Context: an optimization exercise on an open-source flow, tuned for small area. The choices shown serve that exercise and are no tape-out recipe. At most, simulation tests tie the RTL to the original design; equivalence was not proved. The RTL of runs 2 and 3 was laid out without a check of its function. Power and IR drop assume default switching activity.

[design/flow/design.v]
module iq_to_fifo_shifted #
(
    parameter iq_width = 56
)
(
    input wire axis_aclk,
    input wire aresetn,
    input [7:0] distance,
    input s00_axis_i48_tvalid,
    input [iq_width-1 : 0] s00_axis_i48_tdata,
    input s01_axis_q48_tvalid,
    input [iq_width-1 : 0] s01_axis_q48_tdata,
    input s02_axis_i48_sub_tvalid,
    input [iq_width-1 : 0] s02_axis_i48_sub_tdata,
    input s03_axis_q48_sub_tvalid,
    input [iq_width-1 : 0] s03_axis_q48_sub_tdata,
    input s04_axis_i96_tvalid,
    input [31 : 0] s04_axis_i96_tdata,
    input s05_axis_q96_tvalid,
    input [31 : 0] s05_axis_q96_tdata,
    input wire m00_axis_tready,
    output wire [31 : 0] m00_axis_tdata,
    output wire m00_axis_tlast,
    output reg m00_axis_tvalid
);
reg [iq_width-1:0] rx0i, rx0q, rx1i, rx1q;
reg [31:0] rts0i, rts0q, rts1i, rts1q;
reg busy;           
reg have48, have48s, have96;
reg step_96k;
wire collect = ~busy;
always @(posedge axis_aclk) begin
    if (collect && s00_axis_i48_tvalid) begin
        rx0i <= s00_axis_i48_tdata;
        rx0q <= s01_axis_q48_tdata;
    end
    if (collect && s02_axis_i48_sub_tvalid) begin
        rx1i <= s02_axis_i48_sub_tdata;
        rx1q <= s03_axis_q48_sub_tdata;
    end
    if (collect && s04_axis_i96_tvalid && !step_96k) begin
        rts0i <= s04_axis_i96_tdata;
        rts0q <= s05_axis_q96_tdata;
    end
    if (collect && s04_axis_i96_tvalid && step_96k) begin
        rts1i <= s04_axis_i96_tdata;
        rts1q <= s05_axis_q96_tdata;
    end
end
always @(posedge axis_aclk) begin
    if (aresetn == 0) begin
        busy <= 0;
        m00_axis_tvalid <= 0;
        have48 <= 0;
        have48s <= 0;
        have96 <= 0;
        step_96k <= 0;
    end else if (collect) begin
        if (s00_axis_i48_tvalid) have48 <= 1;
        if (s02_axis_i48_sub_tvalid) have48s <= 1;
        if (s04_axis_i96_tvalid) begin
            step_96k <= ~step_96k;
            if (step_96k) have96 <= 1;
        end
        if (have48 && have48s && have96) busy <= 1;
    end else if (m00_axis_tready) begin
        if (!m00_axis_tvalid)
            m00_axis_tvalid <= 1;
        else if (m00_axis_tlast) begin
            m00_axis_tvalid <= 0;
            busy <= 0;
            have48 <= 0;
            have48s <= 0;
            have96 <= 0;
        end
    end
end
reg [3:0] wsel;
reg hi;
always @(posedge axis_aclk) begin
    if (!m00_axis_tvalid) begin
        wsel <= 4'b0001;
        hi <= 1'b0;
    end else if (m00_axis_tready) begin
        wsel <= {wsel[2:0], wsel[3]};
        if (wsel[3]) hi <= ~hi;
    end
end
assign m00_axis_tlast = hi & wsel[3];
wire [iq_width-1:0] sel56 = ({iq_width{wsel[0]}} & rx0i) | ({iq_width{wsel[1]}} & rx0q) |
                            ({iq_width{wsel[2]}} & rx1i) | ({iq_width{wsel[3]}} & rx1q);
wire c0 = ~distance[7] & ~distance[6] & ~distance[5];
wire c1 = ~distance[7] & ~distance[6] &  distance[5];
wire c2 = ~distance[7] &  distance[6] & ~distance[5];
wire [127:0] p = {40'b0, sel56, 32'b0};
wire [62:0] s5 = ({63{c0}} & p[62:0]) | ({63{c1}} & p[94:32]) | ({63{c2}} & p[126:64]);
wire [3:0] e;
assign e[0] = distance[4:3] == 2'd0;
assign e[1] = distance[4:3] == 2'd1;
assign e[2] = distance[4:3] == 2'd2;
assign e[3] = distance[4:3] == 2'd3;
wire [38:0] s3 = ({39{e[0]}} & s5[38:0]) | ({39{e[1]}} & s5[46:8]) |
                 ({39{e[2]}} & s5[54:16]) | ({39{e[3]}} & s5[62:24]);
wire [3:0] f;
assign f[0] = distance[2:1] == 2'd0;
assign f[1] = distance[2:1] == 2'd1;
assign f[2] = distance[2:1] == 2'd2;
assign f[3] = distance[2:1] == 2'd3;
wire [32:0] s1 = ({33{f[0]}} & s3[32:0]) | ({33{f[1]}} & s3[34:2]) |
                 ({33{f[2]}} & s3[36:4]) | ({33{f[3]}} & s3[38:6]);
wire g0 = ~hi & ~distance[0];
wire g1 = ~hi &  distance[0];
wire [3:0] h = {4{hi}} & wsel;
assign m00_axis_tdata = ({32{g0}} & s1[31:0]) | ({32{g1}} & s1[32:1]) |
                        ({32{h[0]}} & rts0i) | ({32{h[1]}} & rts0q) |
                        ({32{h[2]}} & rts1i) | ({32{h[3]}} & rts1q);
endmodule
[design/flow/flow/run.sh]
#!/bin/bash
# Standard layout (the standard.sh, all steps), with three changes:
#  - synthesis maps the logic with an area-oriented ABC script (abc_area_nf.script);
#    everything else in synthesis is the standard flow's own script;
#  - the port buffers are made from the smallest buffer cell;
#  - clock tree: larger sink clusters driven by clkbuf_16, no dummy loads.
set -euo pipefail
cat standard.sh > standard_sh_copy.log
export AREA_ABC_SCRIPT="$PWD/flow/abc_area_nf.script"
export BUFFER_PORTS_ARGS="-buffer_cell sky130_fd_sc_hd__buf_1"
export CTS_ARGS="-sink_clustering_enable -repair_clock_nets -dont_use_dummy_load -sink_clustering_size 30 -sink_clustering_max_diameter 60 -buf_list sky130_fd_sc_hd__clkbuf_16"
sed "s#SYNTH_SCRIPT=[^ ]*#SYNTH_SCRIPT=$PWD/flow/synth_area.tcl#" standard.sh > standard_area.sh
grep -q "SYNTH_SCRIPT=$PWD/flow/synth_area.tcl" standard_area.sh
bash standard_area.sh > standard.log 2>&1
[design/flow/flow/abc_area_nf.script]
&get -n
&st
&dch -f
&nf -R 1000
&put
strash
dch -f
amap -F 1000 -A 1000
[design/flow/flow/synth_area.tcl]
proc synth {args} { yosys synth -nofsm -noshare {*}$args }
# Map the logic with an area-oriented ABC script instead of ORFS's speed script.
proc abc {args} {
  set i [lsearch -exact $args -script]
  if { $i >= 0 && [string match {*/abc_*.script} [lindex $args [expr {$i + 1}]]] } {
    lset args [expr {$i + 1}] $::env(AREA_ABC_SCRIPT)
  }
  yosys abc {*}$args
}
source $::env(SCRIPTS_DIR)/synth.tcl
# left out here: clear keep_hierarchy, flatten, clean up, hide names made inside functions, write 1_2_yosys.v
[design/flow/standard.sh]
#!/bin/bash
# synth_recipe.tcl (not shown) runs the flow's synth.tcl, then flattens the netlist and writes it again
# the make line also repeats each setting of config.mk as NAME=value (left out here)
make -C /OpenROAD-flow-scripts/flow DESIGN_CONFIG=/design/flow/config.mk WORK_HOME=/design/flow/orfs CLKGATE_MAP_FILE= SYNTH_SCRIPT=/design/flow/synth_recipe.tcl "${@:-finish}"
[design/flow/config.mk]
export PLATFORM = sky130hd
export DESIGN_NAME = iq_to_fifo_shifted
export DESIGN_NICKNAME = iq_to_fifo_shifted
export VERILOG_FILES = /design/flow/design.v
export SDC_FILE = /design/flow/constraint.sdc
export NUM_CORES = 4
export LEC_CHECK = 0
export CAP_MARGIN = 0
export CORE_MARGIN = 2
export CORE_UTILIZATION = 60
export SLEW_MARGIN = 0
[design/flow/constraint.sdc]
create_clock -name core_clock -period 5.0 [get_ports {axis_aclk}]
set_input_delay 1.0000 -clock core_clock [delete_from_list [all_inputs] [get_ports {axis_aclk}]]
set_output_delay 1.0000 -clock core_clock [all_outputs]
set_load 0.01 [all_outputs]
==> run notes, run 1 <==
* Status: timing/DRC/antenna clean
* CTS tree: built
* Area grow syn2layout at 18.3%
* FF-to-FF End: rts0q[0]
* Initial antenna violation count at 1
* Post-Route WL at around 38 mm
* FF-to-FF setup slack at 2820 ps
* Worst Hold Class: reg2reg
* Period utilization at between 90 and 100%
* Final core area utilization at 72.7%
* Worst Path Arrival at between 3000 and 4000 ps
* Library cells used by synthesis at 24
* Nets at 1589
* Crit start category: register
* Synth Cell Area at between 10000 and 15000 um2
* H-tree lvl count at 1
* Pre-CTS setup slack at -99.1 ps
* Final Max Slew Viols at 0
* Worst Path Max Fanout at 56
* Drt drc at 0
* Gr ovfl total at 0
* Syn Inst Count at 893
* Peak Freq at 0.206 GHz
* GRT Overall Usage at 28.8%
* Number of hold buffers added after cts at 0
* Sequential share of the synthesized area at 74.3%
* Synth Warn # at 1
* Starting Density at 61.5%
* Final Skew at 49.8 ps
* Synth async-reset ratio at 0%
* Initial DRC Count at 1331
* Post-DRT Antenna Nets at 0
* Clock transition at the registers of the reported paths at ~80 ps
* Element type at the critical path end: output pin
* First-pass GRT wire length at 56.8 mm
* Die area at 25500 um2
* Cts bufs inserted at 23
* Final HPWL DP at 26.5 mm
* Core box area at 23600 um2
* TritonRoute pass-1 iters at 9
* Yosys top cell area share at 72.8%
* Final setup viols at 0
* R2R Path Start: busy
* Vias in the first global route at 10300
* Share of cells above drive strength 1 at 6.16%
* Syn_area_per_cell at 16.3 um2
* Largest net degree at the start of global routing at 57
* Fin Hold WS at roughly 470 ps
* Row count at 56
* Slew margin rel. at 31.4%
* Area leader, netlist: edfxtp_1
* CP startpoint: wsel[1]
* Tmin final at about 4900 ps
* WP data required at 4000 ps
* Post-route cell area at roughly 17000 um2
* CTS Root Cell: clkbuf_16
* Unrepaired setup endpoints after global routing: false
* Vias per std cell at 6.60
* Most common library cells after synthesis: 352 x edfxtp_1, 106 x a222oi_1, 86 x a21boi_0
* Slew at the pin closest to its max-slew limit at 1030 ps
* Die width at about 160 um
* CP Capture Point: m00_axis_tdata[10]
* Flops & latches, synth at 363
* R2r worst-path depth at 4
* Clk sink count at 363
* Post-synth EDFFs at 352
* Die Y at 160 um
* Syn_nets at 1198
* Port Buffers at 335
* GPL Wtd Cong at 0.893
* VDD IR max at 0.298 mV
* Worst skew pair latency at between 500 and 600 ps
* Wirelength per Cell at 23.8 um
* Max-cap viol count at 0
* Fin. Hold Viols at 0
* Clk buf depth at 3
* Vias at 10600
* Cell Area, Placed at 16500 um2
* Top FF cell, synth: edfxtp_1
* Top post-synthesis cells by area: edfxtp_1 73%, a222oi_1 7.3%, a21boi_0 4.4%
* I/O pin cnt at approximately 340
* Crit Path Category: reg2out
* Pwr dens at 336 nW/um2
* Post-route worst setup slack at 137 ps
* Most frequent cell after synthesis: edfxtp_1
* Leakage Power at ~5.3 nW
[layer usage]
metal	global-route usage [%]	share of wire [%]	vias to the layer above
li1	-	-	4795
met2	47.4	48	549
met4	10.4	3.6	0
met1	37.5	38	5143
met3	7.48	10	91
met5	0	0	-
[final cells by class]
cell class | count | area [um2]
sequential | 363 | 10800
fill | 1625 | 6450
multi-input combinational | 493 | 3690
timing repair buffer | 366 | 1550
clock buffer | 23 | 576
tap | 319 | 399
inverter | 37 | 145
antenna | 2 | 5.00
[stage by stage]
step                      TNS [ps]  total power [mW]  cells
final                            0              5.76   1603
after global routing             0              5.93   1602
after CTS                        0              5.77   1601
after detailed placement      -701              4.12   1578
after global placement           0              4.10   1578
after floorplan                  0              3.89    893
[what timing repair did]
item | CTS | global route
setup buffers | 0 | 0
setup endpoints to repair | 10 | 29
cloned | 0 | 0
gates resized for setup | 1 | 20
[sequential cells by signal, summed over array words and instances, names as in the netlist]
name and count:
busy 1, have48 1, have48s 1, have96 1, hi 1, m00_axis_tvalid 1
rts0i 32, rts0q 32, rts1i 32, rts1q 32, rx0i 56, rx0q 56
rx1i 56, rx1q 56, step_96k 1, wsel 4
[how the worst min path moves through the flow]
stage | to | slack, ps | cells after the start | start
2_1_floorplan | have48 | 440 | 2 | have48
3_3_place_gp | have48 | 450 | 2 | have48
3_5_place_dp | have48 | 460 | 2 | have48
4_1_cts | have48 | 470 | 2 | have48
5_1_grt | busy | 500 | 2 | have48
6_report | have48 | 470 | 2 | have48
[kinds of logic after synthesis]
group / count (synthesis) / synth area share [%]
buffers and inverters: 37 / 0.957
AND/OR/NAND/NOR: 93 / 2.61
AO/OA/AOI/OAI: 400 / 22.1
flip-flops: 363 / 74.3
[power breakdown]
group          internal (mW)  switching, mW
logic                  0.172          0.319
registers               3.53         0.0430
clock network          0.814          0.884
total                   4.52           1.25
[worst max-delay path: stages, from the launching register on]
cell      delay [ps]
dfxtp_2          350
buf_12           190
a222oi_1         340
a21boi_0         460
o22ai_1          210
a222oi_1         380
o21ai_0          360
a211oi_1         530
o221ai_1         250
buf_1            190
[layout by cell type, fill, tap and decap left out, types with 5 or more instances in the layout]
cell and n:
a21boi_0 81, o22ai_1 82, edfxtp_1 352, nor3_1 9
dfxtp_1 7, o22a_1 14, buf_12 5, clkbuf_16 23
a222oi_1 106, buf_4 26, o221ai_1 37, buf_1 335
o21ai_0 18, nand2_1 18, a221oi_2 9, a21boi_1 5
clkinv_1 35, nor2_1 51, a21oi_1 9, a211oi_1 6
a221oi_1 22
==> run 2, diff against run 1 <==
--- a/design/flow/design.v
+++ b/design/flow/design.v
@@ -76,16 +76,14 @@
     end
 end
-reg [3:0] wsel;
-reg hi;
+reg [2:0] idx;
 always @(posedge axis_aclk) begin
-    if (!m00_axis_tvalid) begin
-        wsel <= 4'b0001;
-        hi <= 1'b0;
-    end else if (m00_axis_tready) begin
-        wsel <= {wsel[2:0], wsel[3]};
-        if (wsel[3]) hi <= ~hi;
-    end
+    if (!m00_axis_tvalid)
+        idx <= 3'd0;
+    else if (m00_axis_tready)
+        idx <= idx + 3'd1;
 end
-assign m00_axis_tlast = hi & wsel[3];
+wire hi = idx[2];
+wire [3:0] wsel = 4'b0001 << idx[1:0];
+assign m00_axis_tlast = idx == 3'd7;
 wire [iq_width-1:0] sel56 = ({iq_width{wsel[0]}} & rx0i) | ({iq_width{wsel[1]}} & rx0q) |
                             ({iq_width{wsel[2]}} & rx1i) | ({iq_width{wsel[3]}} & rx1q);
==> design/flow/flow/abc_area_nf.script (replaced) <==
&get -n
&st
&dch -f
&nf -R 1000
&put
==> run 2 against run 1 <==
Still clean on timing, DRC and antenna; global-route usage is 0.083 points higher; synthesized cell count rose by 14%; via count rose by 4.7%; largest cell class unchanged.
==> run notes, run 2 <==
* Sequential share of the synthesized area at 73.5%
* Combinational share of power at under 10%
* Element type at the critical path end: output pin
* Initial DRC Count at 1605
* Slew margin rel. at 21.4%
* Max-cap viol count at 0
* Top cell family by delay on the critical path: compound AO/OA/AOI/OAI gates
* Vias in the first global route at 10500
* Post-synthesis compound-gate area fraction at around 17%
* GRT Overall Usage at 28.9%
* Wirelength per Cell at roughly 22 um
* Gr ovfl total at 0
* Leading cell type in the layout, fill and taps excluded: edfxtp_1
* Area grow syn2layout at 21.3%
* CP Buf/Inv Count at 3
* Largest net degree at the start of global routing at 77
* Synth Cell Area at 14600 um2
* Seq pwr share at 61.6%
* Unrepaired setup endpoints after global routing: true
* Syn_nets at around 1300
* CTS tree: built
* Clk pwr share at 28.9%
* Row count at 57
* WP data required at 4000 ps
* Worst Path Max Fanout at 27
* I/O pin cnt at 339
* Post-synth EDFFs at 352
* Final Max Slew Viols at 0
* Hold path startpoint: have96
* Synth async-reset ratio at 0%
* CP startpoint: idx[1]
* Post-route cell area at between 15000 and 20000 um2
* Syn Inst Count at between 1000 and 1500
* Post-Synth Adder-Cell Area at 0.428%
* P_sw at 1.25 mW
* P_int at ~4.5 mW
* Die width at 160 um
* First-pass GRT wire length at 57.2 mm
* Share of cells above drive strength 1 at under 10%
* Leakage Power at 5.65 nW
* Final HPWL DP at 26.6 mm
* Largest family of logic cells by synthesized area: compound AO/OA/AOI/OAI gates
* Synth Area in Simple Gates at a little under a tenth
* Flops & latches, synth at 361
* Mux cell area share after synthesis at 0%
* Clock transition at the registers of the reported paths at 60 ps
* Crit-path slowest cell: a222oi_1
* Slew at the pin closest to its max-slew limit at 1180 ps
* Worst Hold Class: reg2reg
* Nets at 1739
* Vias per std cell at 6.32
* Leading cell types in the layout, fill and taps excluded: 352 x edfxtp_1, 334 x buf_1, 193 x nand2_1
* Most frequent cell after synthesis: edfxtp_1
* Yosys top cell area share at 72.3%
* Most common library cells after synthesis: 352 x edfxtp_1, 193 x nand2_1, 114 x o22ai_1
* Port Buffers at about 340
* Final setup viols at 0
* Cts bufs inserted at 23
* VDD IR max at around 0.27 mV
* Core box area at 24100 um2
* Crit Path Category: reg2out
* Period utilization at 97.6%
* Switching part of the total at between 20% and 30%
* Area leader, netlist: edfxtp_1
* CTS Root Cell: clkbuf_16
* Slowest Stage Delay on Critical Path at around 380 ps
* Cell Area, Placed at between 15000 and 20000 um2
* Die area at 25600 um2
* Top post-synthesis cells by area: edfxtp_1 72%, nand2_1 5.0%, o22ai_1 4.9%
* Synth Warn # at 1
* Library cells used by synthesis at 32
* Initial antenna violation count at 1
* Crit start category: register
* Post-Route WL at 38.4 mm
* Pwr dens at approximately 330 nW/um2
* Fin. Hold Viols at 0
* Starting Density at 60.6%
* Top FF cell, synth: edfxtp_1
* Final Skew at 62.7 ps
* H-tree lvl count at 1
* GPL Wtd Cong at 0.933
* Non-Filler Instances at about 1800
* Placed Cells incl. Taps at ~1700
* Worst skew pair latency at 530 ps
* CP Cell Sequence: inv_4 -> ha_4 -> buf_16 -> a222oi_1 -> nand2_1 -> a22o_4 -> a221o_1 -> a21oi_4 -> o22ai_1 -> a211oi_2 -> o22ai_2 -> a221oi_2 -> nand3_1 -> buf_1
* Post-DRT Antenna Nets at 0
* Tmin final at 4880 ps
* Die Y at 160 um
* Worst Path Arrival at 3880 ps
* TritonRoute pass-1 iters at 6
* Clk sink count at 361
* Syn_area_per_cell at between 10 and 15 um2
* Post-Synth XOR/XNOR Area at 0.0599%
* Clk buf depth at 3
* Drt drc at 0
* Vias at 11100
* R2R Path Start: busy
* Peak Freq at 0.205 GHz
* Final core area utilization at 73.5%
* Status: timing/DRC/antenna clean
run 2: through the flow:
step | setup slack (ps) | setup TNS [ps] | hold slack (ps) | total power [mW]
CTS | 1.39 | 0 | 483 | 5.78
global placement | 199 | 0 | 452 | 4.12
floorplan | 289 | 0 | 441 | 3.90
global route | -14.3 | -28.7 | 493 | 5.96
finish | 121 | 0 | 475 | 5.79
detailed placement | 147 | 0 | 461 | 4.14
run 2: logic make-up (layout without fill, tap and decap cells):
kind of cell | count (synthesis) | in the layout
buffers and inverters | 3 | 414
AO/OA/AOI/OAI | 326 | 326
flip-flops | 361 | 361
other | 0 | 2
XOR/XNOR | 1 | 1
AND/OR/NAND/NOR | 320 | 320
adder cells (fa/ha/maj) | 5 | 5
run 2: final timing paths:
path,cells after the start,slack [ps],end
worst max-delay path,14,120,m00_axis_tdata[26]
worst min-delay path,1,480,have96
worst max register to register,3,2620,rts0q[3]
worst min register to register,1,480,have96
run 2: power by group through the flow:
stage	clock (mW)	combinational, mW	sequential [mW]
after floorplan	0	0.274	3.63
after global placement	0	0.504	3.62
after detailed placement	0	0.513	3.63
after CTS	1.70	0.526	3.56
after global routing	1.79	0.598	3.58
final	1.67	0.549	3.56
run 2: what timing repair did:
action | in CTS | in global routing
hold buffers | 0 | 0
gates resized for setup | 29 | 38
pin swaps | 5 | 21
buffers inserted | 1 | 10
endpoints found under the setup margin | 29 | 30
cloned | 0 | 1
run 2: layout make-up:
class	instances	area [um2]
timing repair buffer	388	1770
inverter	3	16.3
fill	1717	6380
sequential	361	10800
clock buffer	23	576
antenna	2	5.00
tap	324	405
multi-input combinational	652	4200
run 2: per-layer routing:
layer / part of all wire, % / track usage, % / vias to the layer above
met4: 2.5 / 7.25 / 2
met5: 0.031 / 0 / -
met1: 39 / 40.7 / 5348
met3: 8.8 / 5.12 / 69
met2: 49 / 47.7 / 580
li1: - / - / 5074
run 2: worst reg2reg max path: stages, from the launching register on:
cell     delay [ps]
dfxtp_1         410
nor2b_1         210
nor2b_4         800
buf_4           550
==> run 3, diff against run 2 <==
--- a/design/flow/design.v
+++ b/design/flow/design.v
@@ -30,21 +30,17 @@
 reg step_96k;
 wire collect = ~busy;
+wire ld0 = collect & s00_axis_i48_tvalid;
+wire ld2 = collect & s02_axis_i48_sub_tvalid;
+wire ld4 = collect & s04_axis_i96_tvalid & ~step_96k;
+wire ld6 = collect & s04_axis_i96_tvalid & step_96k;
 always @(posedge axis_aclk) begin
-    if (collect && s00_axis_i48_tvalid) begin
-        rx0i <= s00_axis_i48_tdata;
-        rx0q <= s01_axis_q48_tdata;
-    end
-    if (collect && s02_axis_i48_sub_tvalid) begin
-        rx1i <= s02_axis_i48_sub_tdata;
-        rx1q <= s03_axis_q48_sub_tdata;
-    end
-    if (collect && s04_axis_i96_tvalid && !step_96k) begin
-        rts0i <= s04_axis_i96_tdata;
-        rts0q <= s05_axis_q96_tdata;
-    end
-    if (collect && s04_axis_i96_tvalid && step_96k) begin
-        rts1i <= s04_axis_i96_tdata;
-        rts1q <= s05_axis_q96_tdata;
-    end
+    rx0i <= ({iq_width{ld0}} & s00_axis_i48_tdata) | ({iq_width{~ld0}} & rx0i);
+    rx0q <= ({iq_width{ld0}} & s01_axis_q48_tdata) | ({iq_width{~ld0}} & rx0q);
+    rx1i <= ({iq_width{ld2}} & s02_axis_i48_sub_tdata) | ({iq_width{~ld2}} & rx1i);
+    rx1q <= ({iq_width{ld2}} & s03_axis_q48_sub_tdata) | ({iq_width{~ld2}} & rx1q);
+    rts0i <= ({32{ld4}} & s04_axis_i96_tdata) | ({32{~ld4}} & rts0i);
+    rts0q <= ({32{ld4}} & s05_axis_q96_tdata) | ({32{~ld4}} & rts0q);
+    rts1i <= ({32{ld6}} & s04_axis_i96_tdata) | ({32{~ld6}} & rts1i);
+    rts1q <= ({32{ld6}} & s05_axis_q96_tdata) | ({32{~ld6}} & rts1q);
 end
 always @(posedge axis_aclk) begin
@@ -76,14 +72,16 @@
     end
 end
-reg [2:0] idx;
+reg [3:0] wsel;
+reg hi;
 always @(posedge axis_aclk) begin
-    if (!m00_axis_tvalid)
-        idx <= 3'd0;
-    else if (m00_axis_tready)
-        idx <= idx + 3'd1;
+    if (!m00_axis_tvalid) begin
+        wsel <= 4'b0001;
+        hi <= 1'b0;
+    end else if (m00_axis_tready) begin
+        wsel <= {wsel[2:0], wsel[3]};
+        if (wsel[3]) hi <= ~hi;
+    end
 end
-wire hi = idx[2];
-wire [3:0] wsel = 4'b0001 << idx[1:0];
-assign m00_axis_tlast = idx == 3'd7;
+assign m00_axis_tlast = hi & wsel[3];
 wire [iq_width-1:0] sel56 = ({iq_width{wsel[0]}} & rx0i) | ({iq_width{wsel[1]}} & rx0q) |
                             ({iq_width{wsel[2]}} & rx1i) | ({iq_width{wsel[3]}} & rx1q);
==> design/flow/flow/abc_area_nf.script (replaced) <==
&get -n
&st
&dch -f
&nf -R 1000
&put
strash
dch -f
amap -F 1000 -A 1000
==> run 3 against run 2 <==
Via count down 3.8%; synthesized area down 0.41%; setup slack better by 13 ps; maximum frequency up 0.27%; combinational power down 11%; total power up 0.20%; highest routed layer is now met4; global-route usage down 0.073 points; sequential share of layout area up 1.6 points; still clean on timing, DRC and antenna; synthesized cell count down 10%.
==> run notes, run 3 <==
* Clk buf depth at 3
* Sequential share of the synthesized area at 74.1%
* Syn_nets at around 1200
* Tmin final at 4870 ps
* Top post-synthesis cells by area: edfxtp_1 73%, a222oi_1 6.7%, a21boi_0 4.6%
* Nets at ~1600
* Synth Cell Area at 14600 um2
* Final Skew at 55.4 ps
* Post-DRT Antenna Nets at 0
* Starting Density at 60.6%
* Non-Filler Instances at approximately 1600
* Row count at 57
* First-pass GRT wire length at 57.0 mm
* Wirelength per Cell at 23.2 um
* Number of hold buffers added after cts at 0
* Pwr dens at around 330 nW/um2
* Most common library cells after synthesis: 352 x edfxtp_1, 98 x a222oi_1, 89 x a21boi_0
* TritonRoute pass-1 iters at 9
* Area leader, netlist: edfxtp_1
* Leakage Power at 5.43 nW
* WP data required at ~4000 ps
* Initial DRC Count at 1518
* Final setup viols at 0
* Library cells used by synthesis at 27
* Worst skew pair latency at 550 ps
* Slew at the pin closest to its max-slew limit at roughly 1000 ps
* Syn_area_per_cell at around 16 um2
* R2r worst-path depth at 6
* Element type at the critical path end: output pin
* Max-cap viol count at 0
* Final HPWL DP at 25.8 mm
* Post-synth EDFFs at 352
* Worst Path Arrival at 3870 ps
* Slew margin rel. at 30.6%
* Cts bufs inserted at 24
* Clock transition at the registers of the reported paths at ~100 ps
* I/O pin cnt at 339
* Die Y at 160 um
* FF-to-FF End: have48
* Top FF cell, synth: edfxtp_1
* Final Max Slew Viols at 0
* Die width at 160 um
* Pre-CTS setup slack at 489 ps
* Port Buffers at 335
* Unrepaired setup endpoints after global routing: false
* Synth async-reset ratio at 0%
* Leading cell types in the layout, fill and taps excluded: 352 x edfxtp_1, 335 x buf_1, 98 x a222oi_1
* Final core area utilization at 72.1%
* Worst Path Max Fanout at 36
* Post-route worst setup slack at 134 ps
* Yosys top cell area share at between 70 and 80%
* Crit start category: register
* FF-to-FF setup slack at 2740 ps
* Worst Hold Class: reg2reg
* Fin. Hold Viols at 0
* Peak Freq at ~0.2 GHz
* Post-route cell area at 17300 um2
* Die area at 25500 um2
* Area grow syn2layout at 19.0%
* Crit Path Category: reg2out
* Leading cell type in the layout, fill and taps excluded: edfxtp_1
* Vias at 10700
* R2R Path Start: wsel[3]
* CTS Root Cell: clkbuf_16
* Clk sink count at 363
* GRT Overall Usage at between 20% and 30%
* Fin Setup TNS at 0 ps
* Drt drc at 0
* Flops & latches, synth at 363
* Synth Warn # at 1
* Core box area at 24000 um2
* Largest net degree at the start of global routing at 114
* H-tree lvl count at 1
* Syn Inst Count at 913
* Post-Route WL at around 38 mm
* Initial antenna violation count at 1
* Placed Cells incl. Taps at 1609
* Status: timing/DRC/antenna clean
* Share of cells above drive strength 1 at 6.95%
* Vias per std cell at 6.52
* CP startpoint: wsel[2]
* GPL Wtd Cong at about 0.90
* Gr ovfl total at 0
* CP Capture Point: m00_axis_tdata[12]
* Cell Area, Placed at roughly 17000 um2
* Most frequent cell after synthesis: edfxtp_1
* VDD IR max at 0.345 mV
* Vias in the first global route at 10200
* Period utilization at 97.3%
* CTS tree: built
[run 3: cell types whose count changed after synthesis, moves of 14 or more]
cell / previous run / this run
o22ai_1: 114 / 87
clkinv_1: 3 / 27
nor2_1: 64 / 80
a21oi_1: 17 / 3
a22o_1: 19 / 2
o22a_1: 0 / 14
o221ai_1: 4 / 35
a21boi_0: 4 / 89
nor3_1: 1 / 26
nand2_1: 193 / 18
nand3_1: 30 / 2
a22oi_1: 33 / 0
a222oi_1: 62 / 98
[run 3: through the flow]
step                      power (mW)  hold slack, ps
after CTS                       5.81             478
after floorplan                 3.88             439
final                           5.80             478
after detailed placement        4.12             461
after global routing            5.98             503
after global placement          4.10             452
[run 3: metal layers]
layer	track usage, %	up-vias	share of wire (%)
li1	-	4841	-
met1	40.1	5143	39
met2	46.0	584	47
met3	6.94	87	11
met4	8.80	0	3.5
met5	0	-	0
[run 3: worst min path at each step]
| stage | end | startpoint | cells after the start |
|---|---|---|---|
| after floorplan | have48 | have48 | 1 |
| after global placement | have48s | have48s | 2 |
| after detailed placement | have48s | have48s | 2 |
| after CTS | have48s | have48s | 2 |
| after global routing | have48s | have48s | 2 |
| final | have48s | have48s | 2 |
[run 3: worst max-delay path, cell delays in order (launching register included)]
cell and delay, ps:
dfxtp_4 470, buf_12 220, a222oi_1 380, a21boi_1 430, o22a_1 260, o22ai_1 100
a211oi_1 320, buf_4 200, o22ai_1 80, nor3_1 420, o221ai_1 210, buf_1 190
[run 3: cells by family (layout without fill, tap and decap cells)]
group / after synthesis / in the layout / synth area share (%)
other cells: 0 / 1 / 0
simple gates: 140 / 140 / 4.09
flops: 363 / 363 / 74.1
compound gates: 383 / 383 / 21.1
buf+inv: 27 / 423 / 0.696
[run 3: timing repair]
item                                   4_1_cts  5_1_grt
endpoints found under the hold margin        0        0
setup buffers                                0        0
setup endpoints to repair                    9       32
gates resized for setup                      4       24
[run 3: where the power goes]
part | switching (mW) | internal [mW]
Clock | 0.890 | 0.847
Sequential | 0.0440 | 3.53
Combinational | 0.314 | 0.173
Total | 1.25 | 4.55
[run 3: layout make-up]
type	count	area (um2)
Antenna cell	1	2.50
Clock buffer	24	601
Fill cell	1691	6710
Inverter	27	101
Multi-Input combinational cell	523	3810
Sequential cell	363	10800
Tap cell	324	405
Timing Repair Buffer	372	1610
==> run 4, diff against run 3 <==
--- a/design/flow/design.v
+++ b/design/flow/design.v
@@ -24,5 +24,6 @@
     output reg m00_axis_tvalid
 );
-reg [iq_width-1:0] rx0i, rx0q, rx1i, rx1q;
+localparam SW = 44;    
+reg [SW-1:0] rx0i, rx0q, rx1i, rx1q;
 reg [31:0] rts0i, rts0q, rts1i, rts1q;
 reg busy;           
@@ -30,17 +31,26 @@
 reg step_96k;
 wire collect = ~busy;
+wire hiw = distance >= 8'd44;
 wire ld0 = collect & s00_axis_i48_tvalid;
 wire ld2 = collect & s02_axis_i48_sub_tvalid;
 wire ld4 = collect & s04_axis_i96_tvalid & ~step_96k;
 wire ld6 = collect & s04_axis_i96_tvalid & step_96k;
+wire la0 = ld0 & ~hiw, lb0 = ld0 & hiw;
+wire la2 = ld2 & ~hiw, lb2 = ld2 & hiw;
 always @(posedge axis_aclk) begin
-    rx0i <= ({iq_width{ld0}} & s00_axis_i48_tdata) | ({iq_width{~ld0}} & rx0i);
-    rx0q <= ({iq_width{ld0}} & s01_axis_q48_tdata) | ({iq_width{~ld0}} & rx0q);
-    rx1i <= ({iq_width{ld2}} & s02_axis_i48_sub_tdata) | ({iq_width{~ld2}} & rx1i);
-    rx1q <= ({iq_width{ld2}} & s03_axis_q48_sub_tdata) | ({iq_width{~ld2}} & rx1q);
-    rts0i <= ({32{ld4}} & s04_axis_i96_tdata) | ({32{~ld4}} & rts0i);
-    rts0q <= ({32{ld4}} & s05_axis_q96_tdata) | ({32{~ld4}} & rts0q);
-    rts1i <= ({32{ld6}} & s04_axis_i96_tdata) | ({32{~ld6}} & rts1i);
-    rts1q <= ({32{ld6}} & s05_axis_q96_tdata) | ({32{~ld6}} & rts1q);
+    rx0i <= ({SW{la0}} & s00_axis_i48_tdata[SW-1:0]) | ({SW{lb0}} & s00_axis_i48_tdata[SW+11:12]) | ({SW{~ld0}} & rx0i);
+    rx0q <= ({SW{la0}} & s01_axis_q48_tdata[SW-1:0]) | ({SW{lb0}} & s01_axis_q48_tdata[SW+11:12]) | ({SW{~ld0}} & rx0q);
+    rx1i <= ({SW{la2}} & s02_axis_i48_sub_tdata[SW-1:0]) | ({SW{lb2}} & s02_axis_i48_sub_tdata[SW+11:12]) | ({SW{~ld2}} & rx1i);
+    rx1q <= ({SW{la2}} & s03_axis_q48_sub_tdata[SW-1:0]) | ({SW{lb2}} & s03_axis_q48_sub_tdata[SW+11:12]) | ({SW{~ld2}} & rx1q);
+end
+always @(posedge axis_aclk) begin
+    if (ld4) begin
+        rts0i <= s04_axis_i96_tdata;
+        rts0q <= s05_axis_q96_tdata;
+    end
+    if (ld6) begin
+        rts1i <= s04_axis_i96_tdata;
+        rts1q <= s05_axis_q96_tdata;
+    end
 end
 always @(posedge axis_aclk) begin
@@ -84,27 +94,31 @@
 end
 assign m00_axis_tlast = hi & wsel[3];
-wire [iq_width-1:0] sel56 = ({iq_width{wsel[0]}} & rx0i) | ({iq_width{wsel[1]}} & rx0q) |
-                            ({iq_width{wsel[2]}} & rx1i) | ({iq_width{wsel[3]}} & rx1q);
-wire c0 = ~distance[7] & ~distance[6] & ~distance[5];
-wire c1 = ~distance[7] & ~distance[6] &  distance[5];
-wire c2 = ~distance[7] &  distance[6] & ~distance[5];
-wire [127:0] p = {40'b0, sel56, 32'b0};
+wire [SW-1:0] sel56 = ({SW{wsel[0]}} & rx0i) | ({SW{wsel[1]}} & rx0q) |
+                            ({SW{wsel[2]}} & rx1i) | ({SW{wsel[3]}} & rx1q);
+wire [7:0] dd = hiw ? distance - 8'd12 : distance;
+reg c0, c1, c2, d0;
+reg [3:0] e, f;
+always @(posedge axis_aclk) begin
+    c0 <= ~dd[7] & ~dd[6] & ~dd[5];
+    c1 <= ~dd[7] & ~dd[6] &  dd[5];
+    c2 <= ~dd[7] &  dd[6] & ~dd[5];
+    e[0] <= dd[4:3] == 2'd0;
+    e[1] <= dd[4:3] == 2'd1;
+    e[2] <= dd[4:3] == 2'd2;
+    e[3] <= dd[4:3] == 2'd3;
+    f[0] <= dd[2:1] == 2'd0;
+    f[1] <= dd[2:1] == 2'd1;
+    f[2] <= dd[2:1] == 2'd2;
+    f[3] <= dd[2:1] == 2'd3;
+    d0 <= dd[0];
+end
+wire [127:0] p = {52'b0, sel56, 32'b0};
 wire [62:0] s5 = ({63{c0}} & p[62:0]) | ({63{c1}} & p[94:32]) | ({63{c2}} & p[126:64]);
-wire [3:0] e;
-assign e[0] = distance[4:3] == 2'd0;
-assign e[1] = distance[4:3] == 2'd1;
-assign e[2] = distance[4:3] == 2'd2;
-assign e[3] = distance[4:3] == 2'd3;
 wire [38:0] s3 = ({39{e[0]}} & s5[38:0]) | ({39{e[1]}} & s5[46:8]) |
                  ({39{e[2]}} & s5[54:16]) | ({39{e[3]}} & s5[62:24]);
-wire [3:0] f;
-assign f[0] = distance[2:1] == 2'd0;
-assign f[1] = distance[2:1] == 2'd1;
-assign f[2] = distance[2:1] == 2'd2;
-assign f[3] = distance[2:1] == 2'd3;
 wire [32:0] s1 = ({33{f[0]}} & s3[32:0]) | ({33{f[1]}} & s3[34:2]) |
                  ({33{f[2]}} & s3[36:4]) | ({33{f[3]}} & s3[38:6]);
-wire g0 = ~hi & ~distance[0];
-wire g1 = ~hi &  distance[0];
+wire g0 = ~hi & ~d0;
+wire g1 = ~hi &  d0;
 wire [3:0] h = {4{hi}} & wsel;
 assign m00_axis_tdata = ({32{g0}} & s1[31:0]) | ({32{g1}} & s1[32:1]) |
--- a/design/flow/config.mk
+++ b/design/flow/config.mk
@@ -8,4 +8,5 @@
 export CAP_MARGIN = 0
 export CORE_MARGIN = 2
-export CORE_UTILIZATION = 60
+export CORE_UTILIZATION = 40
+export SETUP_SLACK_MARGIN = 0.1
 export SLEW_MARGIN = 0
==> run 4 against run 3 <==
Still clean on timing, DRC and antenna; hold slack got worse by 25 ps; synthesized area fell by 5.1%; critical path depth fell by 1; global-route usage fell by 5.2 points; wire length rose by 18%; die area rose by 41%; total power rose by 1.8%; critical path type unchanged; largest cell class unchanged; highest routed layer is now met5.
==> run notes, run 4 <==
* Crit Path Category: reg2out
* Synth Cell Area at 13800 um2
* Synth async-reset ratio at 0%
* Final core area utilization at 49.0%
* Initial antenna violation count at 1
* CTS tree: built
* P_sw at 1.57 mW
* Most frequent cell after synthesis: a222oi_1
* Max-cap viol count at 0
* Status: timing/DRC/antenna clean
* Seq pwr share at 54.0%
* Final HPWL DP at 32.4 mm
* Crit start category: register
* Share of cells above drive strength 1 at 6.16%
* Largest net degree at the start of global routing at between 80 and 90
* Initial DRC Count at between 1500 and 2000
* Leading cell types in the layout, fill and taps excluded: 335 x buf_1, 297 x a222oi_1, 231 x clkinv_1
* First-pass GRT wire length at 67.4 mm
* Most common library cells after synthesis: 297 x a222oi_1, 232 x clkinv_1, 199 x dfxtp_1
* Cts bufs inserted at 27
* Worst Hold Class: reg2reg
* Area leader, netlist: dfxtp_1
* Drt drc at 0
* Met3 WL at 4.31 mm
* Fill count at 3188
* Synth Warn # at 1
* GPL Wtd Cong at 0.888
* Core box area at 34300 um2
* Vias in the first global route at 12000
* Vias per std cell at between 6 and 7
* Combinational share of power at 15.3%
* Die width at 190 um
* Sequential share of the synthesized area at ~57%
* Final setup viols at 0
* Leakage Power at 5.45 nW
* Clk sink count at 327
* Flops & latches, synth at 327
* Die Y at 190 um
* Syn_nets at 1498
* Top post-synthesis cells by area: dfxtp_1 29%, edfxtp_1 28%, a222oi_1 22%
* Final Skew at 42.2 ps
* Element type at the critical path end: output pin
* P_int at 4.33 mW
* TritonRoute pass-1 iters at 14
* Fin Hold WS at 453 ps
* Unrepaired setup endpoints after global routing: true
* Fin Setup TNS at 0 ps
* Area grow syn2layout at 21.8%
* Syn Inst Count at 1192
* Slew at the pin closest to its max-slew limit at between 1000 and 1500 ps
* Tmin final at 4830 ps
* Worst skew pair latency at about 550 ps
* Wirelength per Cell at 21.9 um
* H-tree lvl count at 1
* Library cells used by synthesis at 28
* Starting Density at 40.3%
* Post-DRT Antenna Nets at 0
* WL met2 at 20.7 mm
* Clk buf depth at 3
* Port Buffers at between 300 and 400
* Fin. Hold Viols at 0
* Post-Route WL at 44.9 mm
* CTS Root Cell: clkbuf_16
* Post-synth EDFFs at roughly 130
* Final Max Slew Viols at 0
* # diodes at 0
* Worst Path Max Fanout at 16
* Metal-1 WL at 18.8 mm
* VDD IR max at 0.252 mV
* Yosys top cell area share at 28.8%
* Worst Path Arrival at 3830 ps
* Nets at 1898
* Clk pwr share at a little over 30%
* Top FF cell, synth: dfxtp_1
* Overall Power at 5.90 mW
* Top sig layer: met5
* Clock transition at the registers of the reported paths at around 60 ps
* Leading cell type in the layout, fill and taps excluded: buf_1
* Period utilization at 96.7%
* Syn_area_per_cell at 11.6 um2
* Pwr dens at roughly 350 nW/um2
* Number of hold buffers added after cts at 0
* Gr ovfl total at 0
* Vias at approximately 13000
* Peak Freq at 0.207 GHz
* Row count at 68
* GRT Overall Usage at a little under a quarter
* I/O pin cnt at 339
* Die area at 36000 um2
* Switching part of the total at around a quarter
* WP data required at ~4000 ps
* Slew margin rel. at 19.7%
-- run 4: area by class of cell --
class | count | area, um2 | share of cell area [%]
Timing Repair Buffer | 371 | 1580 | 9.38
Multi-Input combinational cell | 633 | 5280 | 31.4
Inverter | 232 | 875 | 5.20
Clock buffer | 27 | 676 | 4.02
Tap cell | 455 | 569 | 3.39
Sequential cell | 327 | 7840 | 46.6
-- run 4: worst paths after layout --
path                            slack [ps]      from  depth (start not counted)                  to
worst min register to register         450  rx1q[35]                          2            rx1q[35]
worst max-delay path                   170   wsel[1]                         10  m00_axis_tdata[22]
worst max register to register        2570      busy                          6            rx1i[38]
worst min-delay path                   450  rx1q[35]                          2            rx1q[35]
-- run 4: metrics by stage --
step / instances / area, um2 / worst slack, ps
5_1_grt: 2045 / 16800 / 23.1
3_3_place_gp: 2017 / 16000 / 570
6_report: 2045 / 16800 / 166
4_1_cts: 2044 / 16800 / 61.2
2_1_floorplan: 1192 / 13800 / 667
3_5_place_dp: 2017 / 16000 / 471
-- run 4: per-layer routing --
| layer | vias up | global-route usage, % |
|---|---|---|
| met2 | 637 | 39.5 |
| met1 | 6030 | 31.3 |
| li1 | 5962 | - |
| met4 | 2 | 5.75 |
| met5 | - | 0 |
| met3 | 56 | 5.33 |
-- run 4: cells by family after synthesis --
group	synth area share (%)
buffers and inverters	6.31
adder cells (fa/ha/maj)	0.0906
AO/OA/AOI/OAI	34.4
AND/OR/NAND/NOR	2.55
flip-flops	56.7
-- run 4: critical path: stages (launching register included) --
cell and delay [ps]:
dfxtp_4 460, buf_4 220, a222oi_1 550, a21oi_1 260, a222oi_1 330, o21ai_0 230, clkinv_1 130, o22ai_1 80
a221oi_1 590, o221ai_1 230, buf_1 200
-- run 4: timing repair --
action | in CTS | in global routing
gates resized for setup | 13 | 34
setup endpoints to repair | 28 | 32
endpoints found under the hold margin | 0 | 0
pin swaps | 0 | 4
buffers inserted | 0 | 1
-- run 4: power groups by stage --
stage,Clock (mW),Sequential [mW],Combinational [mW]
2_1_floorplan,0,3.20,0.530
3_3_place_gp,0,3.23,0.866
3_5_place_dp,0,3.23,0.882
4_1_cts,1.87,3.18,0.895
5_1_grt,1.95,3.21,0.997
6_report,1.81,3.19,0.903
==> run 5, diff against run 4 <==
--- a/design/flow/config.mk
+++ b/design/flow/config.mk
@@ -8,5 +8,5 @@
 export CAP_MARGIN = 0
 export CORE_MARGIN = 2
-export CORE_UTILIZATION = 40
-export SETUP_SLACK_MARGIN = 0.1
+export CORE_UTILIZATION = 50
+export SETUP_SLACK_MARGIN = 0.15
 export SLEW_MARGIN = 0
==> run 5 against run 4 <==
Critical path depth unchanged; cell area is 0.77% lower; clock power is 3% higher; combinational power about the same; die area fell by 20%; maximum frequency shrank 0.74%; utilization increased by 13 points; largest power group unchanged; critical endpoint is now m00_axis_tdata[15]; still clean on timing, DRC and antenna; sequential power is essentially flat.
==> run notes, run 5 <==
* Post-route cell area at 16700 um2
* CTS Root Cell: clkbuf_16
* Slew at the pin closest to its max-slew limit at 1130 ps
* Gr ovfl total at 0
* Most common library cells after synthesis: 297 x a222oi_1, 232 x clkinv_1, 199 x dfxtp_1
* Crit start category: register
* Area leader, netlist: dfxtp_1
* # diodes at 0
* Clk sink count at 327
* Top sig layer: met5
* Most frequent cell after synthesis: a222oi_1
* Period utilization at 97.4%
* Met3 WL at 4.23 mm
* Synth Cell Area at around 14000 um2
* WL met2 at 20.2 mm
* Cell Area, Placed at 15900 um2
* Syn_area_per_cell at 11.6 um2
* Yosys top cell area share at 28.8%
* Crit Path Category: reg2out
* Synth async-reset ratio at 0%
* Tmin final at 4870 ps
* Initial antenna violation count at 2
* Clock transition at the registers of the reported paths at roughly 70 ps
* H-tree lvl count at 1
* Final setup viols at 0
* I/O pin cnt at 339
* Slowest Stage Delay on Critical Path at 650 ps
* Cts bufs inserted at 28
* Worst Path Arrival at slightly below 4000 ps
* Area grow syn2layout at 20.8%
* TritonRoute pass-1 iters at 9
* Final HPWL DP at 30.3 mm
* Fin. Hold Viols at 0
* Status: timing/DRC/antenna clean
* Wirelength per Cell at 22.1 um
* Leading cell types in the layout, fill and taps excluded: 335 x buf_1, 297 x a222oi_1, 232 x clkinv_1
* Post-Route WL at 42.8 mm
* Overall Power at slightly below 6 mW
* Vias per std cell at about 6.6
* Drt drc at 0
* Die Y at 170 um
* Element type at the critical path end: output pin
* First-pass GRT wire length at ~65 mm
* GPL Wtd Cong at 0.945
* Slew margin rel. at 24.3%
* CP Cell Sequence: a222oi_1 -> a21boi_0 -> o22ai_1 -> a222oi_1 -> o21ai_0 -> clkinv_1 -> o22ai_1 -> a221oi_1 -> o221ai_1 -> buf_1
* Flops & latches, synth at 327
* WP data required at roughly 4000 ps
* Final Skew at 21.7 ps
* Worst skew pair latency at 550 ps
* CTS tree: built
* Post-synth EDFFs at 128
* Area of the multi-input gates at approximately 5300 um2
* Max-cap viol count at 0
* Post-Synth XOR/XNOR Area at 0%
* Metal-1 WL at 16.9 mm
* Top post-synthesis cells by area: dfxtp_1 29%, edfxtp_1 28%, a222oi_1 22%
* Crit-path slowest cell: a221oi_1
* Leading cell type in the layout, fill and taps excluded: buf_1
* Row count at 60
* Synth Warn # at 1
* Post-Synth Adder-Cell Area at less than 1%
* Fin Setup TNS at 0 ps
* Top FF cell, synth: dfxtp_1
* Share of cells above drive strength 1 at 5.72%
* Mux cell area share after synthesis at 0%
* Library cells used by synthesis at 28
* Nets at 1900
* Synth Area in Simple Gates at 2.55%
* Pwr dens at 355 nW/um2
* Worst Hold Class: reg2reg
* Vias at 12800
* GRT Overall Usage at between 20 and 30%
* Post-route worst setup slack at 130 ps
* Die area at 29000 um2
* Clk buf depth at 3
* Port Buffers at 335
* Worst Path Max Fanout at 41
* Largest family of logic cells by synthesized area: compound AO/OA/AOI/OAI gates
* Die width at 170 um
* Syn Inst Count at approximately 1200
* Vias in the first global route at 12000
* Core box area at 27000 um2
* VDD IR max at 0.336 mV
* FF/Latch Area at 7840 um2
* Fill count at 2365
* Pre-CTS setup slack at 606 ps
* Syn_nets at 1498
* Largest net degree at the start of global routing at 89
* Unrepaired setup endpoints after global routing: true
* Starting Density at 51.1%
* Sequential share of the synthesized area at 56.7%
* Leakage Power at between 5 and 6 nW
* Fin Hold WS at around 450 ps
* Post-DRT Antenna Nets at 0
* Initial DRC Count at roughly 2200
* Top cell family by delay on the critical path: compound AO/OA/AOI/OAI gates
* Final Max Slew Viols at 0
* Peak Freq at 0.205 GHz
* CP Buf/Inv Count at 2
* Post-synthesis compound-gate area fraction at 34.4%
-- run 5: cell counts after synthesis --
No cell type changed its count.
-- run 5: area by class of cell --
class / instances / share of cell area, %
repair buffers: 372 / 9.57
flip-flops and latches: 327 / 47.0
inverters: 232 / 5.22
clock buffers: 28 / 4.20
multi-input cells: 633 / 31.5
well taps: 341 / 2.56
-- run 5: metrics by stage --
| step | util [%] | instances |
|---|---|---|
| after floorplan | - | 1192 |
| after global placement | 58.8 | 1902 |
| after detailed placement | 58.8 | 1902 |
| after CTS | 61.4 | 1930 |
| after global routing | 61.8 | 1933 |
| final | 61.8 | 1933 |
-- run 5: timing repair --
action | CTS | global route
gates resized for setup | 6 | 19
setup endpoints to repair | 28 | 27
setup buffers | 0 | 3
hold buffers | 0 | 0
pin swaps | 1 | 1
-- run 5: worst reg2reg max path, delay by kind of cell, from the launching register on --
kind | cells | cell delay, ps
simple gates | 1 | 840
buf+inv | 2 | 650
flops | 1 | 300
-- run 5: report_power, final --
group	total [mW]	switching (mW)	internal [mW]	leakage (nW)
Clock	1.86	0.881	0.978	0.345
Combinational	0.903	0.551	0.352	2.24
Sequential	3.16	0.133	3.03	2.87
Total	5.92	1.56	4.36	5.46
-- run 5: metal layers --
| metal | vias up | GRT usage [%] |
|---|---|---|
| met3 | 82 | 6.79 |
| met1 | 6129 | 36.4 |
| met5 | - | 0 |
| met4 | 4 | 9.77 |
| met2 | 627 | 47.1 |
| li1 | 5950 | - |
-- run 5: path summary, 6_finish.rpt --
check / endpoint / start / slack [ps] / depth (start not counted)
worst min-delay path: have48s / have48s / 450 / 2
worst max register to register: rts1i[31] / busy / 2860 / 3
worst max-delay path: m00_axis_tdata[15] / wsel[0] / 130 / 10
worst min register to register: have48s / have48s / 450 / 2
-- run 5: logic make-up after synthesis --
logic type | count (synthesis)
adder cells (fa/ha/maj) | 1
buffers and inverters | 232
AND/OR/NAND/NOR | 84
flip-flops | 327
AO/OA/AOI/OAI | 548
==> run 6, diff against run 5 <==
--- a/design/flow/flow/run.sh
+++ b/design/flow/flow/run.sh
@@ -9,5 +9,5 @@
 export AREA_ABC_SCRIPT="$PWD/flow/abc_area_nf.script"
 export BUFFER_PORTS_ARGS="-buffer_cell sky130_fd_sc_hd__buf_1"
-export CTS_ARGS="-sink_clustering_enable -repair_clock_nets -dont_use_dummy_load -sink_clustering_size 30 -sink_clustering_max_diameter 60 -buf_list sky130_fd_sc_hd__clkbuf_16"
+export CTS_ARGS="-sink_clustering_enable -repair_clock_nets -dont_use_dummy_load -sink_clustering_size 36 -sink_clustering_max_diameter 70 -buf_list sky130_fd_sc_hd__clkbuf_16"
 sed "s#SYNTH_SCRIPT=[^ ]*#SYNTH_SCRIPT=$PWD/flow/synth_area.tcl#" standard.sh > standard_area.sh
 grep -q "SYNTH_SCRIPT=$PWD/flow/synth_area.tcl" standard_area.sh
--- a/design/flow/config.mk
+++ b/design/flow/config.mk
@@ -8,5 +8,5 @@
 export CAP_MARGIN = 0
 export CORE_MARGIN = 2
-export CORE_UTILIZATION = 50
-export SETUP_SLACK_MARGIN = 0.15
+export CORE_UTILIZATION = 40
+export SETUP_SLACK_MARGIN = 0.1
 export SLEW_MARGIN = 0
==> run 6 against run 5 <==
Still clean on timing, DRC and antenna; setup slack improved by 110 ps; clock power is 13% lower; cell count grew 5.5%; synthesized area stayed put; cell area up 0.10%; clock-buffer cell count decreased by 6; wire length rose by 4.8%; sequential power barely moved; utilization fell by 13 points; critical endpoint is now m00_axis_tdata[14].
==> run notes, run 6 <==
* Status: timing/DRC/antenna clean
* Nets at 1893
* Synth Warn # at 1
* Fin. Hold Viols at 0
* Final setup viols at 0
* TritonRoute pass-1 iters at 12
* Pwr dens at 342 nW/um2
* Synth Cell Area at about 14000 um2
* Cts bufs inserted at 22
* Flops & latches, synth at 327
* Number of hold buffers added after cts at 0
* Leading cell types in the layout, fill and taps excluded: 335 x buf_1, 297 x a222oi_1, 232 x clkinv_1
* Final HPWL DP at about 32 mm
* Most frequent cell after synthesis: a222oi_1
* Leading cell type in the layout, fill and taps excluded: buf_1
* Initial DRC Count at 1916
* Final Skew at 27.1 ps
* Combinational share of power at 15.9%
* Core box area at 34300 um2
* Period utilization at between 90% and 100%
* P_int at 4.16 mW
* Post-synth EDFFs at 128
* Largest net degree at the start of global routing at 89
* Post-DRT Antenna Nets at 0
* GRT Overall Usage at 23.6%
* Tmin final at 4760 ps
* Post-Route WL at around 45 mm
* Syn Inst Count at approximately 1200
* Top FF cell, synth: dfxtp_1
* Clk buf depth at 3
* Post-route worst setup slack at 241 ps
* Vias in the first global route at around 12000
* Die Y at 190 um
* Vias per std cell at 6.19
* CTS Root Cell: clkbuf_16
* Clk pwr share at between 20% and 30%
* I/O pin cnt at around 340
* H-tree lvl count at 1
* Clock transition at the registers of the reported paths at approximately 60 ps
* Unrepaired setup endpoints after global routing: true
* WP data required at 4000 ps
* # diodes at 0
* Worst Path Arrival at ~3800 ps
* Die width at between 150 and 200 um
* Synth async-reset ratio at 0%
* P_sw at 1.55 mW
* Drt drc at 0
* Seq pwr share at a little under three fifths
* Die area at approximately 36000 um2
* Initial antenna violation count at 1
* Port Buffers at about 340
* First-pass GRT wire length at 67.2 mm
* Fin Setup TNS at 0 ps
* Sequential share of the synthesized area at a little under three fifths
* Wirelength per Cell at 22.0 um
* FF-to-FF setup slack at about 2600 ps
* Area leader, netlist: dfxtp_1
* Slew margin rel. at 15.4%
* Syn_area_per_cell at ~12 um2
* Share of cells above drive strength 1 at 5.93%
* Top post-synthesis cells by area: dfxtp_1 29%, edfxtp_1 28%, a222oi_1 22%
* Starting Density at about two fifths
* Vias at 12600
* Crit start category: register
* Crit Path Category: reg2out
* Worst skew pair latency at ~550 ps
* Final Max Slew Viols at 0
* Row count at a little under 70
* CTS tree: built
* Max-cap viol count at 0
* Switching part of the total at 27.1%
* Leakage Power at 5.39 nW
* Most common library cells after synthesis: 297 x a222oi_1, 232 x clkinv_1, 199 x dfxtp_1
* Element type at the critical path end: output pin
* Peak Freq at 0.210 GHz
* Library cells used by synthesis at 28
* Pre-CTS setup slack at ~470 ps
* Gr ovfl total at 0
* Slew at the pin closest to its max-slew limit at 1270 ps
* Clk sink count at 327
* VDD IR max at 0.275 mV
* GPL Wtd Cong at 0.888
* Area grow syn2layout at 21.0%
* Fin Hold WS at 456 ps
* Worst Path Max Fanout at 27
* Yosys top cell area share at 28.8%
* Syn_nets at 1498
* Worst Hold Class: reg2reg
-- run 6: cell counts after synthesis --
Identical to the previous run, type by type.
-- run 6: cell families after synthesis --
logic type                 share of synthesized area (%)
AOI/OAI and AO/OA                                   34.4
DFF                                                 56.7
buffers and inverters                               6.31
and+or+nand+nor                                     2.55
adders and majority gates                         0.0906
-- run 6: critical path: stages, from the launching register on --
cell and delay (ps):
dfxtp_4 450, a222oi_1 560, a21boi_1 310, o22ai_1 160, a222oi_1 360, o21ai_0 260
clkinv_1 120, o22ai_1 70, a221oi_1 350, buf_4 220, o221ai_1 140, buf_1 200
-- run 6: path summary, 6_finish.rpt --
kind	start	endpoint	cells past startpoint
worst max-delay path	wsel[0]	m00_axis_tdata[14]	11
worst min-delay path	have48s	have48s	2
worst max register to register	busy	rx1q[10]	6
worst min register to register	have48s	have48s	2
-- run 6: power by group through the flow --
stage,registers (mW),clock network [mW],logic [mW]
3_5_place_dp,3.23,0,0.882
3_3_place_gp,3.23,0,0.866
5_1_grt,3.21,1.75,0.999
6_report,3.18,1.62,0.905
4_1_cts,3.18,1.67,0.892
2_1_floorplan,3.20,0,0.530
-- run 6: cell type report --
| cell class | count | area, um2 |
|---|---|---|
| timing repair buffer | 371 | 1580 |
| fill | 3198 | 17600 |
| multi-input combinational | 633 | 5300 |
| tap | 455 | 569 |
| sequential | 327 | 7840 |
| inverter | 232 | 871 |
| clock buffer | 22 | 551 |
-- run 6: timing repair --
action                                  4_1_cts  5_1_grt
gates resized for setup                       9       41
endpoints found under the hold margin         0        0
endpoints found under the setup margin       25       32
pin swaps                                     0        6
buffers inserted                              0        1
-- run 6: routing by layer --
layer  up-vias  global-route usage [%]  part of all wire [%]
li1       5954                       -                     -
met3        52                    5.88                    10
met4         2                    6.11                   2.6
met5         -                       0                 0.029
met2       638                    39.3                    46
met1      5986                    30.8                    42
-- run 6: through the flow --
stage          instances  power, mW  util [%]  instance area, um2
3_3_place_gp        2017       4.09      46.7               16000
6_report            2040       5.71      48.7               16700
3_5_place_dp        2017       4.12      46.7               16000
4_1_cts             2039       5.74      48.5               16600
5_1_grt             2040       5.96      48.7               16700
2_1_floorplan       1192       3.73         -               13800
==> run 7, diff against run 6 <==
--- a/design/flow/flow/run.sh
+++ b/design/flow/flow/run.sh
@@ -9,5 +9,5 @@
 export AREA_ABC_SCRIPT="$PWD/flow/abc_area_nf.script"
 export BUFFER_PORTS_ARGS="-buffer_cell sky130_fd_sc_hd__buf_1"
-export CTS_ARGS="-sink_clustering_enable -repair_clock_nets -dont_use_dummy_load -sink_clustering_size 36 -sink_clustering_max_diameter 70 -buf_list sky130_fd_sc_hd__clkbuf_16"
+export CTS_ARGS="-sink_clustering_enable -repair_clock_nets -dont_use_dummy_load -sink_clustering_size 40 -sink_clustering_max_diameter 80 -buf_list sky130_fd_sc_hd__clkbuf_16"
 sed "s#SYNTH_SCRIPT=[^ ]*#SYNTH_SCRIPT=$PWD/flow/synth_area.tcl#" standard.sh > standard_area.sh
 grep -q "SYNTH_SCRIPT=$PWD/flow/synth_area.tcl" standard_area.sh
==> run 7 against run 6 <==
Cell area fell by 0.86%; sequential share of layout area rose by 0.41 points; total power fell by 3.6%; non-clock buffer count did not move; highest routed layer unchanged; largest power group unchanged; utilization fell by 0.42 points; hold slack improved by 2.5 ps; die area did not move; critical path depth did not move; register-to-register slack barely moved.
==> run notes, run 7 <==
* Initial DRC Count at 1856
* Nets at ~1900
* Initial antenna violation count at 1
* Final Max Slew Viols at 0
* Crit start category: register
* GPL Wtd Cong at 0.888
* Slew at the pin closest to its max-slew limit at 1270 ps
* Worst Path Arrival at 3770 ps
* Starting Density at 40.3%
* First-pass GRT wire length at 67.2 mm
* Final HPWL DP at 32.4 mm
* CTS tree: built
* Unrepaired setup endpoints after global routing: true
* Period utilization at 95.4%
* Vias per std cell at 6.23
* Row count at 68
* Element type at the critical path end: output pin
* Post-DRT Antenna Nets at 0
* Synth Warn # at 1
* I/O pin cnt at 339
* Overall Power at 5.51 mW
* Number of hold buffers added after cts at 0
* Post-synthesis compound-gate area fraction at approximately 34%
* Vias in the first global route at approximately 12000
* Leading cell type in the layout, fill and taps excluded: buf_1
* Post-Route WL at 44.9 mm
* H-tree lvl count at 1
* Combinational share of power at 16.4%
* Top FF cell, synth: dfxtp_1
* Peak Freq at 0.210 GHz
* Area grow syn2layout at 19.9%
* Post-route cell area at 16600 um2
* Slew margin rel. at 15.4%
* Post-synth EDFFs at roughly 130
* Synth async-reset ratio at 0%
* Syn_area_per_cell at about 12 um2
* Clock transition at the registers of the reported paths at 80 ps
* Post-Synth Adder-Cell Area at 0.0906%
* Share of cells above drive strength 1 at 5.44%
* Final setup viols at 0
* # diodes at 0
* Synth Area in Simple Gates at 2.55%
* Cell Area, Placed at 16000 um2
* Wirelength per Cell at 22.1 um
* Clk pwr share at 25.8%
* P_int at 3.99 mW
* WP data required at 4000 ps
* Fin. Hold Viols at 0
* Cts bufs inserted at 17
* Final core area utilization at 48.3%
* Leading cell types in the layout, fill and taps excluded: 335 x buf_1, 297 x a222oi_1, 232 x clkinv_1
* Gr ovfl total at 0
* Mux cell area share after synthesis at 0%
* Clk buf depth at 3
* Pwr dens at 332 nW/um2
* Max-cap viol count at 0
* Fin Setup TNS at 0 ps
* Switching part of the total at 27.5%
* Core box area at 34300 um2
* Worst Path Max Fanout at 18
* Library cells used by synthesis at 28
* Tmin final at between 4000 and 5000 ps
* Leakage Power at between 5 and 6 nW
* Die Y at between 150 and 200 um
* Syn_nets at 1498
* Seq pwr share at 57.8%
* Post-Synth XOR/XNOR Area at 0%
* Vias at 12700
* Largest net degree at the start of global routing at 89
* CTS Root Cell: clkbuf_16
* P_sw at 1.51 mW
* Die area at 36000 um2
* Worst Hold Class: reg2reg
* Status: timing/DRC/antenna clean
* Largest family of logic cells by synthesized area: compound AO/OA/AOI/OAI gates
* Drt drc at 0
* Yosys top cell area share at 28.8%
* Die width at ~190 um
* Final Skew at 39.6 ps
* Port Buffers at 335
* TritonRoute pass-1 iters at 11
* Worst skew pair latency at 540 ps
* VDD IR max at 0.258 mV
* Area leader, netlist: dfxtp_1
* Sequential share of the synthesized area at a little under three fifths
* Most common library cells after synthesis: 297 x a222oi_1, 232 x clkinv_1, 199 x dfxtp_1
* Most frequent cell after synthesis: a222oi_1
* Clk sink count at around 330
* Syn Inst Count at roughly 1200
* Flops & latches, synth at 327
* GRT Overall Usage at 23.6%
* Top post-synthesis cells by area: dfxtp_1 29%, edfxtp_1 28%, a222oi_1 22%
* Synth Cell Area at between 10000 and 15000 um2
* Crit Path Category: reg2out
==> run 7: area by class of cell <==
cell class                      instances  area (um2)
Clock buffer                           17         425
Multi-Input combinational cell        633        5280
Tap cell                              455         569
Inverter                              232         871
Timing Repair Buffer                  371        1580
Fill cell                            3215       17700
Sequential cell                       327        7840
==> run 7: worst paths after layout <==
kind                start                  to  slack [ps]  cells after the start
hold reg to reg   have48s             have48s         460                      2
setup / recovery  wsel[2]  m00_axis_tdata[17]         230                     11
setup reg to reg     busy            rx1q[22]        2590                      6
hold / removal    have48s             have48s         460                      2
==> run 7: worst max-delay path, cell delays in order (launching register included) <==
cell and delay, ps:
dfxtp_2 660, buf_4 320, a222oi_1 110, a21boi_0 220, o22ai_1 310, clkinv_1 160
o21ai_0 490, clkinv_1 180, o22ai_1 180, a221oi_2 100, o221ai_1 330, buf_1 190
==> run 7: kinds of logic (layout without fill, tap and decap cells) <==
| kind of cell | after synthesis | in the layout |
|---|---|---|
| compound gates | 548 | 548 |
| flops | 327 | 327 |
| buf+inv | 232 | 620 |
| simple gates | 84 | 84 |
| fa+ha+maj | 1 | 1 |
==> run 7: layer usage <==
metal  GRT usage, %  part of all wire (%)
met1           30.8                    42
met2           39.7                    46
met3           5.63                   9.8
met4           5.75                   2.4
met5              0                 0.029
==> run 7: per-stage QoR <==
| step | instances | hold WS, ps | setup WS (ps) |
|---|---|---|---|
| detailed placement | 2017 | 439 | 471 |
| floorplan | 1192 | 418 | 667 |
| global placement | 2017 | 429 | 570 |
| CTS | 2034 | 460 | 51.3 |
| global route | 2035 | 472 | 54.6 |
| finish | 2035 | 458 | 232 |
==> run 7: what timing repair did <==
item,4_1_cts,5_1_grt
setup endpoints to repair,21,32
buffers inserted,0,1
pin swaps,1,4
gates cloned,0,0
gates resized for setup,6,39
==> run 7: power groups by stage <==
stage	clock network, mW	logic [mW]	registers, mW
after floorplan	0	0.530	3.20
after global placement	0	0.866	3.23
after detailed placement	0	0.882	3.23
after CTS	1.46	0.890	3.17
after global routing	1.54	0.996	3.21
final	1.42	0.903	3.18

==> static timing again, ports no longer ideal <==
How much do the figures lean on ideal ports? The routed layouts below were timed once more, with nothing changed but the port constraints. Step 1: set_driving_cell puts a clkbuf_16 on axis_aclk and a buf_2 on each other input, an assumption about the parent block. Step 2 adds t to the input delays and takes it off the output delays; t is the mean of the earliest and latest rising clock arrival at the registers after step 1. Input paths then give back, and output paths get back, about the clock's delay inside the block. Slacks: ideal / step 1 / step 2; pairs: ideal / step 1.
run | t, ns | setup slack, ns | worst hold slack (ns) | latest minus earliest clock arrival (ns) | pins driven straight from the clock port
run 1 | 0.575 | 0.137 / 0.087 / 0.247 | 0.475 / 0.475 / 0.475 | 0.072 / 0.072 | 1
run 2 | 0.557 | 0.121 / 0.070 / 0.289 | 0.475 / 0.475 / 0.475 | 0.069 / 0.069 | 1
run 3 | 0.571 | 0.134 / 0.083 / 0.385 | 0.478 / 0.478 / 0.478 | 0.056 / 0.056 | 1
run 4 | 0.584 | 0.166 / 0.116 / 0.699 | 0.453 / 0.453 / 0.453 | 0.057 / 0.057 | 1
run 5 | 0.595 | 0.130 / 0.079 / 0.674 | 0.450 / 0.450 / 0.450 | 0.037 / 0.037 | 1
run 6 | 0.578 | 0.241 / 0.190 / 0.768 | 0.456 / 0.456 / 0.456 | 0.053 / 0.054 | 1
run 7 | 0.556 | 0.232 / 0.180 / 0.737 | 0.458 / 0.458 / 0.458 | 0.073 / 0.073 | 1
After both steps setup and hold are still met in every run listed.
